From an optimization exercise on the open Yosys and OpenROAD flow, aimed at small area and a short achievable clock period; shortcuts taken in it are not production practice. Only simulation tests tie the RTL to the original design; equivalence was not proved. Power and IR drop assume default switching activity.

<file path="flow/design.v">
module MADDNESS #(parameter 
		layers = 4,
		trees = 4,
		input_len = 27,
		output_len = 8,
		bits = 8)
	(in, clk, out, in_num, in_addr, write);
	input [bits*input_len - 1:0] in;
	input clk;
	output [bits*output_len - 1:0] out;
	function integer clog2 (input integer n);
	begin
		n = n - 1;
		for(clog2 = 0; n > 0; clog2 = clog2 + 1)
			n = n >> 1;
	end
	endfunction
	localparam memsize = layers * trees + ((2 ** layers) - 1) * trees + trees * output_len * (2 ** layers);
	localparam addr_len = clog2(memsize);
	input [bits-1:0] in_num;
	input [addr_len-1:0] in_addr;
	input write;
	wire unsigned [layers-1:0][trees-1:0][bits-1:0] sep_indicies;
	wire unsigned [layers-1:0][trees-1:0][2**(layers-1)-1:0][bits-1:0] sep_values;
	wire unsigned [trees-1:0][2**layers-1:0][output_len-1:0][bits-1:0] precalc_res;
	wire unsigned [memsize-1:0][bits-1:0] membus;
	genvar cnt, cnt2;
	mem #(.bits(bits), .mem_size(memsize)) main_mem (.in_num(in_num), .in_addr(in_addr), .clk(clk), .out(membus), .write_en(write));
	assign sep_indicies = membus[layers*trees-1:0];
	generate
		for(cnt = 0; cnt < layers; cnt = cnt + 1) begin : memval
			for(cnt2 = 0; cnt2 < trees; cnt2 = cnt2 + 1) begin : memtr
				assign sep_values[cnt][cnt2][2**cnt-1:0] = membus[layers*trees + (2**(cnt)-1) * trees + (cnt2 + 1) * 2**cnt - 1:layers*trees + (2**(cnt)-1) * trees + cnt2 * 2**cnt];
				if(cnt < layers-1)
					assign sep_values[cnt][cnt2][2**(layers-1)-1:2**cnt] = 0;
			end
		end
	endgenerate
	assign precalc_res[trees - 1:0] = membus[memsize-1:layers * trees + ((2 ** layers) - 1) * trees];
	MADDNESS_calc #(.layers(layers), .trees(trees), .input_len(input_len), .output_len(output_len), .bits(bits))
		M (.in(in), .clk(clk), .out(out), .indicies(sep_indicies), .values(sep_values), .res(precalc_res));
endmodule
module mem #(parameter
	bits = 8,
	mem_size = 2108)
	(in_num, in_addr, clk, out, write_en);
	function integer clog2 (input integer n);
	begin
		n = n - 1;
		for(clog2 = 0; n > 0; clog2 = clog2 + 1)
			n = n >> 1;
	end
	endfunction
	localparam addr_len = clog2(mem_size);
	input [bits-1:0] in_num;
	input [addr_len-1:0] in_addr;
	input clk;
	input write_en;
	output [mem_size*bits-1:0] out;
	reg [mem_size-1:0][bits-1:0] memory;
	assign out = memory;
	always @(posedge clk)
		if(write_en)
			memory[in_addr] <= in_num;
endmodule
module fork_mem #(parameter
	str_len = 16,
	bits = 8)
	(in_str, out_str, clk);
	input [bits*str_len - 1:0] in_str;
	input clk;
	output reg [bits*str_len - 1:0] out_str;
	always @(posedge clk)
		out_str <= in_str;
endmodule
module fork_choice #(parameter
	str_len = 16,
	bits = 8)
	(in_str, sep_ind, out_val);
	input [bits*str_len - 1:0] in_str;
	input [bits-1:0] sep_ind;
	output [bits-1:0] out_val;
	wire [str_len-1:0][bits-1:0] str;
	assign str = in_str;
	assign out_val = str[sep_ind];
endmodule
module tree_fork #(parameter
	bits = 8,
	layer = 3,
	layers = 4,
	str_len = 16) 
	(in_str, sep_ind, in_class, out_class, clk, sep_values);
	input [layers - 1:0] in_class;
	input clk;
	input [bits*str_len - 1:0] in_str;
	input [bits-1:0] sep_ind;
	output [layers - 1:0] out_class;
	input [bits * 2**layer - 1:0] sep_values;
	wire [bits - 1:0] val;
	wire [2**layer - 1:0][bits - 1:0] sep_values_sep;
	fork_choice #(.str_len(str_len), .bits(bits)) c(in_str, sep_ind, val);
	assign sep_values_sep = sep_values;
	reg [layers - 1:0] classificator;
	integer cnt;
	assign out_class = classificator;
	always @(posedge clk)
	begin
		classificator <= in_class;
		if(val < sep_values_sep[in_class])
			classificator[layer] <= 1'b0;
		else
			classificator[layer] <= 1'b1;
	end
endmodule
module sum_init #(parameter
	output_len = 32,
	trees = 4,
	bits = 8,
	layers = 4)
		(in_class1, in_class2, out_str, clk, precalc_res);
	input [layers - 1:0] in_class1;
	input [layers - 1:0] in_class2;
	input clk;
	output [bits*output_len - 1:0] out_str;
	input [2 * 2**layers * output_len * bits - 1:0] precalc_res;
	wire [1:0][2**layers-1:0][output_len-1:0][bits-1:0] precalc_res_sep;
	assign precalc_res_sep = precalc_res;
	reg [output_len - 1:0][bits- 1:0] str;
	integer cnt;
	assign out_str = str;
	always @(posedge clk)
	begin
		for(cnt = 0; cnt < output_len; cnt = cnt + 1)
			str[cnt] <= (precalc_res_sep[0][in_class1][cnt] + precalc_res_sep[1][in_class2][cnt] + 1) >>> 1;
	end
endmodule
module sum_step #(parameter
	output_len = 32,
	trees = 4,
	bits = 8)
	(in_str1, in_str2, out_str, clk);
	input [bits*output_len - 1:0] in_str1;
	input [bits*output_len - 1:0] in_str2;
	input clk;
	output [bits*output_len - 1:0] out_str;
	reg [output_len - 1:0][bits - 1:0] str;
	wire [output_len - 1:0][bits - 1:0] str1;
	wire [output_len - 1:0][bits - 1:0] str2;
	assign str1 = in_str1;
	assign str2 = in_str2;
	assign out_str = str;
	integer cnt;
	always @(posedge clk)
	begin
		for(cnt = 0; cnt < output_len; cnt = cnt + 1)
			str[cnt] <= (str1[cnt] + str2[cnt] + 1) >>> 1;
	end
endmodule
module MADDNESS_calc #(parameter 
		layers = 4,
		trees = 4,
		input_len = 27,
		output_len = 8,
		bits = 8)
	(in, clk, out, indicies, values, res);
	input [bits*input_len - 1:0] in;
	input clk;
	output [bits*output_len - 1:0] out;
	input [layers*trees*bits-1:0] indicies;
	input [layers*trees*(2**(layers-1))*bits-1:0] values;
	input [trees*(2**layers)*output_len*bits-1:0] res;
	wire unsigned [layers-1:0][trees-1:0][bits-1:0] sep_indicies;
	wire unsigned [layers-1:0][trees-1:0][2**(layers-1)-1:0][bits-1:0] sep_values;
	wire unsigned [trees:0][2**layers-1:0][output_len-1:0][bits-1:0] precalc_res;
	assign sep_indicies = indicies;
	assign sep_values = values;
	assign precalc_res[trees-1:0] = res;
	assign precalc_res[trees] = 0;
	function integer clog2 (input integer n);
	begin
		n = n - 1;
		for(clog2 = 0; n > 0; clog2 = clog2 + 1)
			n = n >> 1;
	end
	endfunction
	function integer progression(input integer n, integer k);
	begin
		for(progression = n; k > 0; k = k - 1) begin
			progression = progression + 1;
			progression = progression >> 1;
		end
	end
	endfunction
	localparam out_lvls = clog2(trees);
	wire unsigned [layers-1:0][input_len-1:0][bits-1:0] input_row;
	wire unsigned [layers:0][trees:0][layers-1:0] classificator;
	genvar cnt, cnt2;
	wire unsigned [out_lvls-1:0][(trees+1)>>1:0][output_len-1:0][bits-1:0] output_row;
	assign input_row[0] = in;
	assign out = output_row[out_lvls-1][0];
	assign classificator[0] = 0;
	assign classificator[layers][trees] = 0;
	generate
		for(cnt = 0; cnt < layers; cnt = cnt + 1) begin : cls
			if(cnt < layers - 1)
				fork_mem #(.str_len(input_len), .bits(bits))
					m (.in_str(input_row[cnt]), .out_str(input_row[cnt+1]), .clk(clk));
			for(cnt2 = 0; cnt2 < trees; cnt2 = cnt2 + 1) begin : trs
				tree_fork #(.bits(bits), .layer(cnt), .layers(layers), .str_len(input_len))
					f (.in_str(input_row[cnt]), .sep_ind(sep_indicies[cnt][cnt2]), .in_class(classificator[cnt][cnt2]), .out_class(classificator[cnt+1][cnt2]), .clk(clk), .sep_values(sep_values[cnt][cnt2][2**cnt-1:0]));
			end
		end
	endgenerate
	generate
		for(cnt = 0; cnt < trees; cnt = cnt + 2) begin : smint
			sum_init #(.output_len(output_len), .trees(trees), .bits(bits), .layers(layers))
				s (.in_class1(classificator[layers][cnt]), .in_class2(classificator[layers][cnt+1]), .out_str(output_row[0][cnt>>1]), .clk(clk), .precalc_res(precalc_res[cnt+1:cnt]));
		end
	endgenerate
	generate
		for(cnt = 0; cnt < out_lvls - 1; cnt = cnt + 1) begin : smlvl
			for(cnt2 = 0; cnt2 < progression(trees, cnt + 1); cnt2 = cnt2 + 2) begin : smstp
				sum_step #(.output_len(output_len), .trees(trees), .bits(bits))
					s (.in_str1(output_row[cnt][cnt2]), .in_str2(output_row[cnt][cnt2+1]), .out_str(output_row[cnt+1][cnt2>>1]), .clk(clk));
			end
		end
	endgenerate
endmodule
</file>
<file path="flow/run.sh">
#!/bin/bash
# synth_recipe.tcl (not shown) runs the flow's synth.tcl, then flattens the netlist and writes it again
# the make line also repeats each setting of config.mk as NAME=value (left out here)
make -C /OpenROAD-flow-scripts/flow DESIGN_CONFIG=/design/flow/config.mk WORK_HOME=/design/flow/orfs CLKGATE_MAP_FILE= SYNTH_SCRIPT=/design/flow/synth_recipe.tcl finish
</file>
<file path="flow/config.mk">
export PLATFORM = sky130hd
export DESIGN_NAME = MADDNESS
export DESIGN_NICKNAME = MADDNESS
export VERILOG_FILES = /design/flow/design.v
export SDC_FILE = /design/flow/constraint.sdc
export NUM_CORES = 8
export LEC_CHECK = 0
export CAP_MARGIN = 20
export CORE_MARGIN = 2
export CORE_UTILIZATION = 40
export SLEW_MARGIN = 20
</file>
<file path="flow/constraint.sdc">
create_clock -name core_clock -period 4.5 [get_ports {clk}]
set_input_delay 0.9000 -clock core_clock [delete_from_list [all_inputs] [get_ports {clk}]]
set_output_delay 0.9000 -clock core_clock [all_outputs]
set_load 0.01 [all_outputs]
</file>
==> results.rst <==
.. list-table::
   :header-rows: 1

   * - Metric
     - Value
   * - Total grt overflow
     - 0
   * - CTS-repair resized insts
     - 0
   * - Core footprint
     - ~0.72 mm^2
   * - Worst-case setup margin in the final layout
     - 338.1 ps
   * - Minimum clock period
     - 4162 ps
   * - Max Clock Freq
     - 240.3 MHz
   * - X dimension of the die
     - 854.1 um
   * - Hold path start
     - in[93]
   * - Netlist area before placement
     - 0.2891 mm^2
   * - Clk root buf
     - sky130_fd_sc_hd__clkbuf_16
   * - Leakage power summed over all cells
     - approximately 110 nW
   * - Setup crit end kind
     - register
   * - Global-route wire length before repair
     - ~1200 mm
   * - Top area cells in the synthesized netlist
     - sky130_fd_sc_hd__edfxtp_1 49%, sky130_fd_sc_hd__mux2_2 18%, sky130_fd_sc_hd__mux4_2 17%, sky130_fd_sc_hd__dfxtp_1 6.1%, sky130_fd_sc_hd__mux2i_1 1.3%
   * - Final std cells w/o fill
     - 28260
   * - Leading cell types in the layout, fill and taps excluded
     - 4688 x sky130_fd_sc_hd__edfxtp_1, 4672 x sky130_fd_sc_hd__mux2_2, 2240 x sky130_fd_sc_hd__mux4_2
   * - PD cells
     - between 400 and 500 mW/mm^2
   * - Number of hold buffers added after cts
     - 0
   * - Placed cells
     - ~27000
   * - Cell type with the highest aggregate area in the netlist
     - sky130_fd_sc_hd__edfxtp_1
   * - Placement Cell Area
     - 0.3176 mm^2
   * - Fill cell instance count of the final layout
     - 61120
   * - RSZ-0062 raised after global routing
     - false
   * - Portion of the clock cycle consumed by the worst path in the final layout
     - between 90% and 100%
   * - Largest net degree at the start of global routing
     - between 100 and 150
   * - Syn nets
     - ~18000
   * - Post-synth cell types
     - a little under 70
   * - Final TNS setup
     - 0 ps
   * - Count of vias placed by the detailed router
     - between 150k and 200k
   * - Synth-to-Final Area Change
     - 16.77%
   * - Warnings from Yosys
     - 8
   * - Proportion of layout cells with a drive suffix above 1
     - roughly 52%
   * - DRC violation count after routing
     - 0
   * - Max-cap check violation count
     - 0
   * - Mapped Avg Cell Area
     - approximately 17 um^2
   * - Crit path DAT
     - between 5000 and 6000 ps
   * - Worst r2r dst
     - M.smint[0].s.str[23]
   * - Final count of negative-setup-slack endpoints
     - 0
   * - Number of search-and-repair iterations in the first detailed-routing pass
     - 6
   * - Final GP Congestion
     - slightly above 0.9
   * - Top-level port count
     - 300
   * - Overall Global Routing Usage
     - a little under a quarter
   * - Proportion of netlist area held by the largest area contributor
     - approximately half
   * - Fin area
     - 0.3375 mm^2
   * - Worst hold path stage count
     - 1
   * - Remaining number of nets flagged by the antenna check after routing
     - 0
   * - EDFF count, synth
     - 4688
   * - Classification of the worst-slack hold path
     - primary input to register
   * - Hold Slack
     - ~320 ps
   * - Die Span Y
     - 854.1 um
   * - CTS H-tree depth
     - 6
   * - CTS tree
     - built
   * - Worst IR Drop VDD
     - 423.3 uV
   * - Max Fanout on Critical Path
     - 20
   * - Count of routing violations after the opening detailed-route iteration
     - between 15000 and 20000
   * - Starting density of the core
     - approximately 40%
   * - Detailed placer's ending HPWL
     - roughly 600 mm
   * - Post-CTS Repair Setup Buffers
     - 0
   * - Origin of the critical flop-to-flop path
     - M.cls[3].trs[0].f.classificator[0]
   * - Result of the run
     - finished clean
   * - Share of synthesized area occupied by flip-flops and latches
     - ~55%
   * - Synthesized netlist cell count
     - about 17000
   * - Sinks on the clock net
     - between 5000 and 6000
   * - Overall routed net length
     - ~860 mm
   * - Endpoint with the worst hold slack
     - M.cls[0].genblk1.m.out_str[93]
   * - Commonest non-fill, non-tap cell in the layout
     - sky130_fd_sc_hd__edfxtp_1
   * - Count of endpoints failing hold in the final timing report
     - 0
   * - Number of global-route vias before repair
     - approximately 170k
   * - Post-detailed-route via-to-cell ratio
     - between 5 and 6
   * - Critical Path Source Type
     - register
   * - Internal reg-to-reg setup slack
     - between 300 and 400 ps
   * - Slew Limit Fails
     - 0
   * - Routed WL per cell
     - 30.37 um
   * - DP Worst Slack
     - -709.2 ps
   * - Transition time at the pin with the least slew margin
     - ~1200 ps
   * - Yosys reg bits
     - ~5600
   * - CTS Buf Count
     - between 600 and 700
   * - Antenna violations before repair
     - 52
   * - Quantity of I/O buffers inserted on ports
     - 299
   * - Async set or reset register ratio after synthesis
     - 0%
   * - Prevailing post-synth register cell
     - sky130_fd_sc_hd__edfxtp_1
   * - Number of rows created at floorplan
     - 312
   * - Maximum clock path buffer count
     - 4
   * - Later-pin clock latency in the skew report
     - about 1100 ps
   * - Number of nets in the layout
     - ~19000
   * - CTS clk-pin slew, worst paths
     - around 60 ps
   * - Die area
     - between 0.7 and 0.8 mm^2
   * - Category of the critical setup timing path
     - register to register
   * - Required @ worst endpoint
     - between 5000 and 6000 ps
   * - Max-slew headroom at the worst pin
     - 19.66%
   * - Worst Reg-to-Reg Cells
     - 14
   * - Final setup skew
     - 57.16 ps
## metrics by stage
| step | utilization (%) | power, mW |
|---|---|---|
| after floorplan | - | 76.37 |
| after global placement | 44.04 | 87.25 |
| after detailed placement | 44.04 | 87.66 |
| after CTS | 46.79 | 137.9 |
| after global routing | 46.81 | 141.3 |
| final | 46.81 | 136.7 |
## critical path, cell delays in order (launching register included)
cell                       delay (ps)
sky130_fd_sc_hd__dfxtp_4          440
sky130_fd_sc_hd__buf_12           230
sky130_fd_sc_hd__buf_4            340
sky130_fd_sc_hd__mux4_2           540
sky130_fd_sc_hd__nand2_1          100
sky130_fd_sc_hd__and3_1           240
sky130_fd_sc_hd__nand4_1          350
sky130_fd_sc_hd__fa_1             570
sky130_fd_sc_hd__a21o_1           180
sky130_fd_sc_hd__a21oi_1          240
sky130_fd_sc_hd__o21bai_1          90
sky130_fd_sc_hd__a21oi_1          220
sky130_fd_sc_hd__nor2b_1           70
sky130_fd_sc_hd__o21ai_0          160
sky130_fd_sc_hd__nand2b_1         110
## how the worst max path moves through the flow
stage                                       startpoint              endpoint  slack, ps  cells past startpoint
floorplan           M.cls[3].trs[2].f.classificator[0]  M.smint[2].s.str[46]        180                     13
global placement                            in_addr[2]  main_mem.memory[120]      -1100                     12
detailed placement                          in_addr[5]  main_mem.memory[128]       -710                     14
CTS                 M.cls[3].trs[0].f.classificator[0]  M.smint[0].s.str[47]        370                     14
global route        M.cls[3].trs[0].f.classificator[0]  M.smint[0].s.str[47]        140                     14
finish              M.cls[3].trs[0].f.classificator[0]  M.smint[0].s.str[23]        340                     14
## area by class of cell
| type | count | area [um^2] | area share (%) |
|---|---|---|---|
| clock inverters | 278 | 2435 | 0.7214 |
| diodes | 55 | 137.6 | 0.04078 |
| clock buffers | 865 | 17400 | 5.155 |
| multi-input cells | 9940 | 124900 | 37.00 |
| well taps | 9577 | 11980 | 3.550 |
| repair buffers | 1777 | 21490 | 6.367 |
| flip-flops and latches | 5568 | 158500 | 46.95 |
| inverters | 195 | 732.0 | 0.2169 |
## sequential cells by signal (all words and copies together) (netlist names)
name	cells
M.cls.genblk1.m.out_str	648
M.smlvl.smstp.s.str	64
M.smint.s.str	128
main_mem.memory	4688
M.cls.trs.f.classificator	40
## per-layer routing
metal | up-vias | share of wire, % | wire length [um] | GRT usage (%)
met5 | - | 0.0031 | 27 | 0
met3 | 1140 | 6.5 | 55710 | 2.996
met1 | 90520 | 43 | 372300 | 32.97
met4 | 4 | 3.7 | 31940 | 7.518
met2 | 6173 | 46 | 398200 | 35.95
li1 | 71300 | - | - | -
## cells in the mapped netlist (all sizes together), types with 80 or more instances
cell and n:
edfxtp 4688, a21o 105, ha 282, mux4 2240, a211oi 80, buf 396
o21ai 181, inv 195, mux2 4676, nor2 696, clkbuf 934, a21oi 158
dfxtp 880, mux2i 382, o22ai 94, nand2 411
## cell families (layout without fill, tap and decap cells)
| family | count (synthesis) | in the layout | share of synthesized area (%) |
|---|---|---|---|
| AO/OA/AOI/OAI | 835 | 835 | 1.879 |
| multiplexers | 7298 | 7298 | 36.99 |
| AND/OR/NAND/NOR | 1386 | 1386 | 2.466 |
| other | 0 | 55 | 0 |
| flip-flops | 5568 | 5568 | 54.80 |
| buffers and inverters | 1525 | 3115 | 2.133 |
| XOR/XNOR | 115 | 115 | 0.3484 |
| adder cells (fa/ha/maj) | 306 | 306 | 1.387 |
## report_power, final
| group | internal [mW] | switching [mW] |
|---|---|---|
| Sequential | 60.1 | 2.60 |
| Combinational | 10.6 | 13.0 |
| Clock | 28.5 | 21.8 |
| Total | 99.3 | 37.4 |

## port drivers added, routing unchanged
In the flow no input, the clock included, has a driving cell. The finished layout below was timed again as built, in two steps.
Step 1 assumes that a clkbuf_16 drives the clock port and a buf_2 every other input.
Step 2, shift: input delay + t, output delay - t, t = (earliest + latest rising clock arrival at the registers) / 2. This alone moves slack from input paths to output paths.
Three values: ideal, step 1, step 2; two values: the first two.
shift t [ns]: 1.239
setup slack, ns: 0.338 / 0.338 / -0.687
clock arrival spread, ns: 0.074 / 0.074
cell pins on the clock port's net: 1
Met with ideal ports but missed after step 2: setup timing in this run. For this run, drivers alone change the setup slack by 0.000 ns; drivers and shift together by -1.025 ns.
